This is an optimization exercise on Yosys and OpenROAD, whose aim is small area, a short achievable clock period and few clock cycles per item, not a production implementation.

==> inputs of maple <==
// V_CORDIC_Unit
module V_CORDIC_Unit (
    input signed [31:0]      i_data_1, 
    input signed [31:0]      i_data_2,
    input                    en,
    input                    rst,
    input                    clk,
    output signed [31:0]     o_data_1,
    output signed [31:0]     o_data_2,
    output signed [31:0]     angle,
    output                   done_flag
);
    wire [31:0] LUT;
    wire [4:0]  sel;    
    V_CORDIC veccor (
        .i_data_1(i_data_1),
        .i_data_2(i_data_2),
        .en(en),
        .rst(rst),
        .clk(clk),
        .LUT(LUT),
        .o_data_1(o_data_1),
        .o_data_2(o_data_2),
        .angle(angle),
        .done_flag(done_flag),
        .sel(sel)
    );
    LUT lut (
        .sel(sel),
        .value(LUT)
    );
endmodule
==> module V_CORDIC, before the edit <==
module V_CORDIC (
    input signed [31:0]      i_data_1,
    input signed [31:0]      i_data_2,
    input                    en,
    input                    rst,
    input                    clk,
    input         [31:0]     LUT,
    output        [31:0]     o_data_1,
    output        [31:0]     o_data_2,
    output        [31:0]     angle,
    output reg               done_flag,
    output        [4:0]      sel
);
    localparam [31:0] ANG0 = 32'h9C20A7BB;    
    reg        busy;
    reg [4:0]  cnt;           
    reg [32:0] x, y;
    reg [31:0] a;
    reg [32:0] hx, hy;
    reg        iter, mul, usehi, swp, last, minv;
    reg        invx, invy, cix, ciy;
    reg [3:0]  shx_a, shy_a;
    wire [4:0] cnt_n = busy ? cnt + 5'd1 : 5'd0;
    wire       iter_n = (cnt_n < 5'd15);
    reg  [3:0] sh_n;
    reg        minv_n;
    always @(*) begin
        minv_n = 1'b0;
        case (cnt_n)
        5'd15: begin sh_n = 4'd1; minv_n = 1'b1; end
        5'd16: begin sh_n = 4'd3; end
        5'd17: begin sh_n = 4'd4; minv_n = 1'b1; end
        5'd18: begin sh_n = 4'd2; end
        5'd19: begin sh_n = 4'd2; minv_n = 1'b1; end
        5'd20: begin sh_n = 4'd3; end
        5'd21: begin sh_n = 4'd3; end
        5'd22: begin sh_n = 4'd3; minv_n = 1'b1; end
        5'd23: begin sh_n = 4'd2; end
        default: sh_n = cnt_n[3:0];
        endcase
    end
    wire neg = y[31];
    wire xs = usehi ? x[32] : x[31];
    wire ys = usehi ? y[32] : y[31];
    wire signed [32:0] shx = $signed({ys, y[31:0]}) >>> shx_a;
    wire signed [32:0] shy = $signed({xs, x[31:0]}) >>> (~shy_a);
    wire [32:0] ax = mul ? hx : {x[31], x[31:0]};
    wire [32:0] ay = mul ? hy : {y[31], y[31:0]};
    wire [32:0] sumx, sumy;
    cordic_add33 addx (.a(ax), .b(shx ^ {33{invx}}), .ci(cix), .s(sumx));
    cordic_add33 addy (.a(ay), .b(shy ^ {33{invy}}), .ci(ciy), .s(sumy));
    wire [31:0] suma = a + (LUT & {32{neg}});
    wire [32:0] x_n = !busy ? {i_data_1[31], i_data_1} : (swp ? sumy : sumx);
    wire [32:0] y_n = !busy ? {i_data_2[31], i_data_2} : (swp ? sumx : sumy);
    always @(posedge clk or posedge rst) begin
        if (rst) begin
            busy      <= 1'b0;
            cnt       <= 5'd0;
            done_flag <= 1'b0;
        end else begin
            done_flag <= busy & last;
            busy      <= busy ? ~last : en;
            cnt       <= cnt_n;
        end
    end
    always @(posedge clk) begin
        iter  <= iter_n;
        mul   <= (cnt_n >= 5'd15);
        usehi <= (cnt_n >= 5'd16);
        swp   <= (cnt_n >= 5'd14);
        last  <= (cnt_n == 5'd23);
        minv  <= minv_n;
        shx_a <= sh_n;
        shy_a <= ~sh_n;
        invx  <= iter_n ? y_n[31]  : minv_n;
        invy  <= iter_n ? ~y_n[31] : minv_n;
        cix   <= iter_n & y_n[31];
        ciy   <= iter_n & ~y_n[31];
        x     <= x_n;
        y     <= y_n;
        a     <= busy ? suma : ANG0;
        if (!mul) begin
            hx <= {sumx[31], sumx[31:0]};
            hy <= {sumy[31], sumy[31:0]};
        end
    end
    assign sel      = cnt;
    assign o_data_1 = y[32:1];
    assign o_data_2 = x[32:1];
    assign angle    = a;
endmodule
make LEC_CHECK=0 CAP_MARGIN=20 CORE_MARGIN=2 CORE_UTILIZATION=40 SETUP_SLACK_MARGIN=5 SLEW_MARGIN=20 finish   # period 10.0 ns
run.sh (not shown) runs the stock make flow with config.mk's settings and CLKGATE_MAP_FILE= SYNTH_SCRIPT=/design/flow/synth_recipe.tcl, a recipe that flattens the netlist after the stock synthesis.
==> lagoon: changes against maple <==
--- a/flow/design.v
+++ b/flow/design.v
@@ -45,6 +45,4 @@
     reg        iter, mul, usehi, swp, last, minv;
-    reg        invx, invy, cix, ciy;
     reg [3:0]  shx_a, shy_a;
     wire [4:0] cnt_n = busy ? cnt + 5'd1 : 5'd0;
-    wire       iter_n = (cnt_n < 5'd15);
     reg  [3:0] sh_n;
@@ -71,2 +69,6 @@
     wire signed [32:0] shy = $signed({xs, x[31:0]}) >>> (~shy_a);
+    wire invx = (iter & neg)  | minv;
+    wire invy = (iter & ~neg) | minv;
+    wire cix  = iter & neg;
+    wire ciy  = iter & ~neg;
     wire [32:0] ax = mul ? hx : {x[31], x[31:0]};
@@ -77,4 +79,2 @@
     wire [31:0] suma = a + (LUT & {32{neg}});
-    wire [32:0] x_n = !busy ? {i_data_1[31], i_data_1} : (swp ? sumy : sumx);
-    wire [32:0] y_n = !busy ? {i_data_2[31], i_data_2} : (swp ? sumx : sumy);
     always @(posedge clk or posedge rst) begin
@@ -84,2 +84,10 @@
             done_flag <= 1'b0;
+            iter      <= 1'b1;
+            mul       <= 1'b0;
+            usehi     <= 1'b0;
+            swp       <= 1'b0;
+            last      <= 1'b0;
+            minv      <= 1'b0;
+            shx_a     <= 4'd0;
+            shy_a     <= 4'hF;
         end else begin
@@ -88,2 +96,10 @@
             cnt       <= cnt_n;
+            iter      <= (cnt_n < 5'd15);
+            mul       <= (cnt_n >= 5'd15);
+            usehi     <= (cnt_n >= 5'd16);
+            swp       <= (cnt_n >= 5'd14);
+            last      <= (cnt_n == 5'd23);
+            minv      <= minv_n;
+            shx_a     <= sh_n;
+            shy_a     <= ~sh_n;
         end
@@ -91,17 +107,11 @@
     always @(posedge clk) begin
-        iter  <= iter_n;
-        mul   <= (cnt_n >= 5'd15);
-        usehi <= (cnt_n >= 5'd16);
-        swp   <= (cnt_n >= 5'd14);
-        last  <= (cnt_n == 5'd23);
-        minv  <= minv_n;
-        shx_a <= sh_n;
-        shy_a <= ~sh_n;
-        invx  <= iter_n ? y_n[31]  : minv_n;
-        invy  <= iter_n ? ~y_n[31] : minv_n;
-        cix   <= iter_n & y_n[31];
-        ciy   <= iter_n & ~y_n[31];
-        x     <= x_n;
-        y     <= y_n;
-        a     <= busy ? suma : ANG0;
+        if (!busy) begin
+            x <= {i_data_1[31], i_data_1};
+            y <= {i_data_2[31], i_data_2};
+            a <= ANG0;
+        end else begin
+            x <= swp ? sumy : sumx;
+            y <= swp ? sumx : sumy;
+            a <= suma;
+        end
         if (!mul) begin
==> run summary <==
Entering global routing, the biggest net connects 54 pins. The run finished with no timing, DRC or antenna violations. In this run the number of cells on the critical path is 16.

The share of the yosys chip area belonging to registers is 27.8%. The die span in y came out at 203 um.
-- figures above: lagoon

==> run summary <==
The flow ran to the end and the layout has no timing, DRC or antenna violations. The last element of the critical path is veccor.invx. For this design, the slowest cell found on the critical path is mux4_2. The design has 184 sequential cells. Relative to the synthesized area, the layout overhead comes to 18.6%. The critical path runs through a total of 19 cells.
-- figures above: maple

No run of this note included a check of the RTL's function; only the layout flow was run.

* * *

==> v17 <==
Another version of the RTL of V_CORDIC_Unit (not shown whole).
==> module V_CORDIC, before the edit <==
module V_CORDIC (
    input signed [31:0]      i_data_1,
    input signed [31:0]      i_data_2,
    input                    en,
    input                    rst,
    input                    clk,
    input         [31:0]     LUT,
    output        [31:0]     o_data_1,
    output        [31:0]     o_data_2,
    output        [31:0]     angle,
    output reg               done_flag,
    output        [4:0]      sel
);
    localparam [31:0] ANG0 = 32'h9C20A7BB;    
    reg        busy;
    reg [4:0]  cnt;           
    reg [32:0] x, y;
    reg [31:1] a;             
    reg [31:0] hx, hy;
    reg        iter, mul, usehi, last, minv;
    reg [3:0]  shx_lo, shx_hr, shy_lo_n, shy_hr_n;    
    reg [1:0]  shx_hm, shy_hm_n;                      
    wire [4:0] cnt_n  = busy ? cnt + 5'd1 : 5'd0;
    wire       iter_n = (cnt_n < 5'd15);
    reg  [3:0] sh_n;
    reg        minv_n;
    always @(*) begin
        minv_n = 1'b0;
        case (cnt_n)
        5'd15: begin sh_n = 4'd1; minv_n = 1'b1; end
        5'd16: begin sh_n = 4'd3; end
        5'd17: begin sh_n = 4'd4; minv_n = 1'b1; end
        5'd18: begin sh_n = 4'd2; end
        5'd19: begin sh_n = 4'd2; minv_n = 1'b1; end
        5'd20: begin sh_n = 4'd3; end
        5'd21: begin sh_n = 4'd3; end
        5'd22: begin sh_n = 4'd3; minv_n = 1'b1; end
        5'd23: begin sh_n = 4'd2; end
        default: sh_n = cnt_n[3:0];
        endcase
    end
    wire [3:0] lo_n = 4'b0001 << sh_n[1:0];
    wire [3:0] hi_n = 4'b0001 << sh_n[3:2];
    wire [3:0] hr_n = iter_n ? hi_n : 4'b0000;
    wire [1:0] hm_n = iter_n ? 2'b00 : hi_n[1:0];
    wire neg = y[31];
    wire xs = usehi ? x[32] : x[31];
    wire ys = usehi ? y[32] : y[31];
    wire [32:0] shx, shy;
    cordic_sra33 srx (.r({y[31], y[31:0]}), .m({xs, x[31:0]}),
                      .s_lo(shx_lo), .s_hr(shx_hr), .s_hm(shx_hm), .q(shx));
    cordic_sra33 sry (.r({x[31], x[31:0]}), .m({ys, y[31:0]}),
                      .s_lo(~shy_lo_n), .s_hr(~shy_hr_n), .s_hm(~shy_hm_n), .q(shy));
    reg  invx_l, invx_hn, invy_l, invy_hn, cix, ciy;
    wire [32:0] invxv = {{16{~invx_hn}}, {17{invx_l}}};
    wire [32:0] invyv = {{16{~invy_hn}}, {17{invy_l}}};
    wire [32:0] ax = mul ? {hx[31], hx} : {x[31], x[31:0]};
    wire [32:0] ay = mul ? {hy[31], hy} : {y[31], y[31:0]};
    wire [32:0] sumx, sumy;
    cordic_add33 addx (.a(ax), .b(shx ^ invxv), .ci(cix), .s(sumx));
    cordic_add33 addy (.a(ay), .b(shy ^ invyv), .ci(ciy), .s(sumy));
    wire [31:1] adda = a + LUT[31:1];
    wire [31:1] suma = neg ? adda : a;
    wire [32:0] y_n = busy ? sumy : {i_data_2[31], i_data_2};
    always @(posedge clk or posedge rst) begin
        if (rst) begin
            busy      <= 1'b0;
            cnt       <= 5'd0;
            done_flag <= 1'b0;
        end else begin
            done_flag <= busy & last;
            busy      <= busy ? ~last : en;
            cnt       <= cnt_n;
        end
    end
    always @(posedge clk) begin
        iter     <= iter_n;
        mul      <= ~iter_n;
        usehi    <= (cnt_n >= 5'd16);
        last     <= (cnt_n == 5'd23);
        minv     <= minv_n;
        shx_lo   <= lo_n;
        shx_hr   <= hr_n;
        shx_hm   <= hm_n;
        shy_lo_n <= ~lo_n;
        shy_hr_n <= ~hr_n;
        shy_hm_n <= ~hm_n;
        x        <= busy ? sumx : {i_data_1[31], i_data_1};
        y        <= y_n;
        invx_l   <= iter_n ? y_n[31]  : minv_n;
        invx_hn  <= ~(iter_n ? y_n[31]  : minv_n);
        invy_l   <= iter_n ? ~y_n[31] : minv_n;
        invy_hn  <= ~(iter_n ? ~y_n[31] : minv_n);
        cix      <= iter_n & y_n[31];
        ciy      <= iter_n & ~y_n[31];
        a        <= busy ? suma : ANG0[31:1];
        if (!mul) begin
            hx <= sumx[31:0];
            hy <= sumy[31:0];
        end
    end
    assign sel      = cnt;
    assign o_data_1 = x[32:1];
    assign o_data_2 = y[32:1];
    assign angle    = {a, 1'b1};
endmodule
==> module cordic_sra33, before the edit <==
module cordic_sra33 (
    input  [32:0] r,
    input  [32:0] m,
    input  [3:0]  s_lo,
    input  [3:0]  s_hr,
    input  [1:0]  s_hm,
    output [32:0] q
);
    wire [44:0] re = {{12{r[32]}}, r};
    wire [36:0] me = {{4{m[32]}}, m};
    wire [32:0] t;
    wire [35:0] te = {{3{t[32]}}, t};
    genvar j;
    generate
        for (j = 0; j < 33; j = j + 1) begin : g
            assign t[j] = (s_hr[0] & re[j])     | (s_hr[1] & re[j + 4]) |
                          (s_hr[2] & re[j + 8]) | (s_hr[3] & re[j + 12]) |
                          (s_hm[0] & me[j])     | (s_hm[1] & me[j + 4]);
            assign q[j] = (s_lo[0] & te[j])     | (s_lo[1] & te[j + 1]) |
                          (s_lo[2] & te[j + 2]) | (s_lo[3] & te[j + 3]);
        end
    endgenerate
endmodule
==> flow/config.mk <==
export PLATFORM = sky130hd
export DESIGN_NAME = V_CORDIC_Unit
export DESIGN_NICKNAME = V_CORDIC_Unit
export VERILOG_FILES = /design/flow/design.v
export SDC_FILE = /design/flow/constraint.sdc
export NUM_CORES = 4
export LEC_CHECK = 0
export CAP_MARGIN = 20
export CORE_MARGIN = 2
export CORE_UTILIZATION = 55
export PLACE_DENSITY = 0.7
export SLEW_MARGIN = 20
==> flow/constraint.sdc <==
create_clock -name core_clock -period 10.0 [get_ports {clk}]
set_input_delay 2.0000 -clock core_clock [delete_from_list [all_inputs] [get_ports {clk}]]
set_output_delay 2.0000 -clock core_clock [all_outputs]
set_load 0.01 [all_outputs]
standard.sh (not shown) runs the stock make flow with config.mk's settings and CLKGATE_MAP_FILE= SYNTH_SCRIPT=/design/flow/synth_recipe.tcl, a recipe that flattens the netlist after the stock synthesis.
==> flow/flow/run.sh <==
#!/bin/bash
# Standard ORFS layout with two changes: port buffers are buf_1 cells, and
# repair_timing aims at a setup margin of 6 ns.
set -o pipefail
bash standard.sh 'BUFFER_PORTS_ARGS=-buffer_cell sky130_fd_sc_hd__buf_1' SETUP_SLACK_MARGIN=6 finish > standard.log 2>&1
==> v26 (differences from v17) <==
--- a/flow/design.v
+++ b/flow/design.v
@@ -40,12 +40,11 @@
     reg        busy;
     reg [4:0]  cnt;           
     reg [32:0] x, y;
-    reg [31:1] a;             
-    reg [31:0] hx, hy;
-    reg        iter, mul, usehi, last, minv;
-    reg [3:0]  shx_lo, shx_hr, shy_lo_n, shy_hr_n;    
-    reg [1:0]  shx_hm, shy_hm_n;                      
-    wire [4:0] cnt_n  = busy ? cnt + 5'd1 : 5'd0;
+    reg [31:0] a;
+    reg [32:0] hx, hy;
+    reg        iter, mul, usehi, swp, last, minv;
+    reg [3:0]  shx_a, shy_a;
+    wire [4:0] cnt_n = busy ? cnt + 5'd1 : 5'd0;
     wire       iter_n = (cnt_n < 5'd15);
     reg  [3:0] sh_n;
     reg        minv_n;
@@ -64,29 +63,23 @@
         default: sh_n = cnt_n[3:0];
         endcase
     end
-    wire [3:0] lo_n = 4'b0001 << sh_n[1:0];
-    wire [3:0] hi_n = 4'b0001 << sh_n[3:2];
-    wire [3:0] hr_n = iter_n ? hi_n : 4'b0000;
-    wire [1:0] hm_n = iter_n ? 2'b00 : hi_n[1:0];
     wire neg = y[31];
     wire xs = usehi ? x[32] : x[31];
     wire ys = usehi ? y[32] : y[31];
-    wire [32:0] shx, shy;
-    cordic_sra33 srx (.r({y[31], y[31:0]}), .m({xs, x[31:0]}),
-                      .s_lo(shx_lo), .s_hr(shx_hr), .s_hm(shx_hm), .q(shx));
-    cordic_sra33 sry (.r({x[31], x[31:0]}), .m({ys, y[31:0]}),
-                      .s_lo(~shy_lo_n), .s_hr(~shy_hr_n), .s_hm(~shy_hm_n), .q(shy));
-    reg  invx_l, invx_hn, invy_l, invy_hn, cix, ciy;
-    wire [32:0] invxv = {{16{~invx_hn}}, {17{invx_l}}};
-    wire [32:0] invyv = {{16{~invy_hn}}, {17{invy_l}}};
-    wire [32:0] ax = mul ? {hx[31], hx} : {x[31], x[31:0]};
-    wire [32:0] ay = mul ? {hy[31], hy} : {y[31], y[31:0]};
+    wire signed [32:0] shx = $signed({ys, y[31:0]}) >>> shx_a;
+    wire signed [32:0] shy = $signed({xs, x[31:0]}) >>> (~shy_a);
+    wire invx = (iter & neg)  | minv;
+    wire invy = (iter & ~neg) | minv;
+    wire cix  = iter & neg;
+    wire ciy  = iter & ~neg;
+    wire [32:0] ax = mul ? hx : {x[31], x[31:0]};
+    wire [32:0] ay = mul ? hy : {y[31], y[31:0]};
     wire [32:0] sumx, sumy;
-    cordic_add33 addx (.a(ax), .b(shx ^ invxv), .ci(cix), .s(sumx));
-    cordic_add33 addy (.a(ay), .b(shy ^ invyv), .ci(ciy), .s(sumy));
-    wire [31:1] adda = a + LUT[31:1];
-    wire [31:1] suma = neg ? adda : a;
-    wire [32:0] y_n = busy ? sumy : {i_data_2[31], i_data_2};
+    cordic_add33 addx (.a(ax), .b(shx ^ {33{invx}}), .ci(cix), .s(sumx));
+    cordic_add33 addy (.a(ay), .b(shy ^ {33{invy}}), .ci(ciy), .s(sumy));
+    wire [31:0] suma = a + (LUT & {32{neg}});
+    wire [32:0] x_n = !busy ? {i_data_1[31], i_data_1} : (swp ? sumy : sumx);
+    wire [32:0] y_n = !busy ? {i_data_2[31], i_data_2} : (swp ? sumx : sumy);
     always @(posedge clk or posedge rst) begin
         if (rst) begin
             busy      <= 1'b0;
@@ -99,58 +92,26 @@
         end
     end
     always @(posedge clk) begin
-        iter     <= iter_n;
-        mul      <= ~iter_n;
-        usehi    <= (cnt_n >= 5'd16);
-        last     <= (cnt_n == 5'd23);
-        minv     <= minv_n;
-        shx_lo   <= lo_n;
-        shx_hr   <= hr_n;
-        shx_hm   <= hm_n;
-        shy_lo_n <= ~lo_n;
-        shy_hr_n <= ~hr_n;
-        shy_hm_n <= ~hm_n;
-        x        <= busy ? sumx : {i_data_1[31], i_data_1};
-        y        <= y_n;
-        invx_l   <= iter_n ? y_n[31]  : minv_n;
-        invx_hn  <= ~(iter_n ? y_n[31]  : minv_n);
-        invy_l   <= iter_n ? ~y_n[31] : minv_n;
-        invy_hn  <= ~(iter_n ? ~y_n[31] : minv_n);
-        cix      <= iter_n & y_n[31];
-        ciy      <= iter_n & ~y_n[31];
-        a        <= busy ? suma : ANG0[31:1];
+        iter  <= iter_n;
+        mul   <= (cnt_n >= 5'd15);
+        usehi <= (cnt_n >= 5'd16);
+        swp   <= (cnt_n >= 5'd14);
+        last  <= (cnt_n == 5'd23);
+        minv  <= minv_n;
+        shx_a <= sh_n;
+        shy_a <= ~sh_n;
+        x     <= x_n;
+        y     <= y_n;
+        a     <= busy ? suma : ANG0;
         if (!mul) begin
-            hx <= sumx[31:0];
-            hy <= sumy[31:0];
+            hx <= {sumx[31], sumx[31:0]};
+            hy <= {sumy[31], sumy[31:0]};
         end
     end
     assign sel      = cnt;
-    assign o_data_1 = x[32:1];
-    assign o_data_2 = y[32:1];
-    assign angle    = {a, 1'b1};
-endmodule
-module cordic_sra33 (
-    input  [32:0] r,
-    input  [32:0] m,
-    input  [3:0]  s_lo,
-    input  [3:0]  s_hr,
-    input  [1:0]  s_hm,
-    output [32:0] q
-);
-    wire [44:0] re = {{12{r[32]}}, r};
-    wire [36:0] me = {{4{m[32]}}, m};
-    wire [32:0] t;
-    wire [35:0] te = {{3{t[32]}}, t};
-    genvar j;
-    generate
-        for (j = 0; j < 33; j = j + 1) begin : g
-            assign t[j] = (s_hr[0] & re[j])     | (s_hr[1] & re[j + 4]) |
-                          (s_hr[2] & re[j + 8]) | (s_hr[3] & re[j + 12]) |
-                          (s_hm[0] & me[j])     | (s_hm[1] & me[j + 4]);
-            assign q[j] = (s_lo[0] & te[j])     | (s_lo[1] & te[j + 1]) |
-                          (s_lo[2] & te[j + 2]) | (s_lo[3] & te[j + 3]);
-        end
-    endgenerate
+    assign o_data_1 = y[32:1];
+    assign o_data_2 = x[32:1];
+    assign angle    = a;
 endmodule
 module cordic_add33(input [32:0] a, input [32:0] b, input ci, output [32:0] s);
   wire [33:0] g0, p0;
==> flow/run.sh (new file) <==
#!/bin/bash
# synth_recipe.tcl (not shown) runs the flow's synth.tcl, then flattens the netlist and writes it again
# the make line also repeats each setting of config.mk as NAME=value (left out here)
make -C /OpenROAD-flow-scripts/flow DESIGN_CONFIG=/design/flow/config.mk WORK_HOME=/design/flow/orfs CLKGATE_MAP_FILE= SYNTH_SCRIPT=/design/flow/synth_recipe.tcl finish
--- a/flow/config.mk
+++ b/flow/config.mk
@@ -7,6 +7,6 @@
 export LEC_CHECK = 0
 export CAP_MARGIN = 20
 export CORE_MARGIN = 2
-export CORE_UTILIZATION = 55
-export PLACE_DENSITY = 0.7
+export CORE_UTILIZATION = 40
+export SETUP_SLACK_MARGIN = 5
 export SLEW_MARGIN = 20
removed: flow/flow/run.sh
removed: flow/standard.sh
==> flow_metrics.tcl <==
set metrics [dict create \
    cp_num_buf_inv 1 \
    status "timing/DRC/antenna clean" \
    syn_avg_cell_area_um2 8.054 \
    tap_cells 390 \
    wl_um 56940 \
    use_met2_pct 57.93 \
    vias 16740 \
    row_count 63 \
]
# the run above: v17

==> flow_metrics.tcl <==
set metrics [dict create \
    status "timing/DRC/antenna clean" \
    row_count 74 \
    syn_avg_cell_area_um2 8.475 \
    worstMarginPinSlew_ns 1.053 \
    fin_util_pct 45.90 \
    vias 14860 \
    ys_seq_area_share_pct 26.31 \
    mostFrequentLayoutCell "nand2_1" \
    cp_data_arrival_time_ns 5.12 \
    grt_pass1_vias 13980 \
    cp_num_buf_inv 0 \
    use_met2_pct 44.67 \
    setup_viol 0 \
]
# the run above: v26

Function was not checked in any run of this note: the RTL went through the layout flow alone.

==> port drivers added, routing unchanged <==
No port has a modelled driver above. Below, the same layouts with a new extraction and two added sets of constraints.
Step 1: set_driving_cell puts a clkbuf_16 on clk and a buf_2 on each other input, an assumption about the parent block.
Step 2 adds t to the input delays and takes it off the output delays; t is the mean of the earliest and latest rising clock arrival at the registers after step 1. Input paths then give back, and output paths get back, about the clock's delay inside the block.
Three values: no drivers, after step 1, after step 2; two values: the first two.
run	t, ns	slack for setup (ns)	latest minus earliest clock arrival (ns)	slew at the worst register clock pin (ns)
maple	0.508	4.922 / 4.922 / 4.922	0.014 / 0.015	0.08 / 0.08
lagoon	0.509	5.161 / 5.161 / 5.161	0.012 / 0.012	0.08 / 0.08
v17	0.518	5.887 / 5.887 / 5.887	0.015 / 0.015	0.08 / 0.08
v26	0.526	5.204 / 5.204 / 5.204	0.019 / 0.019	0.08 / 0.08
After both steps every run listed still meets setup and hold.
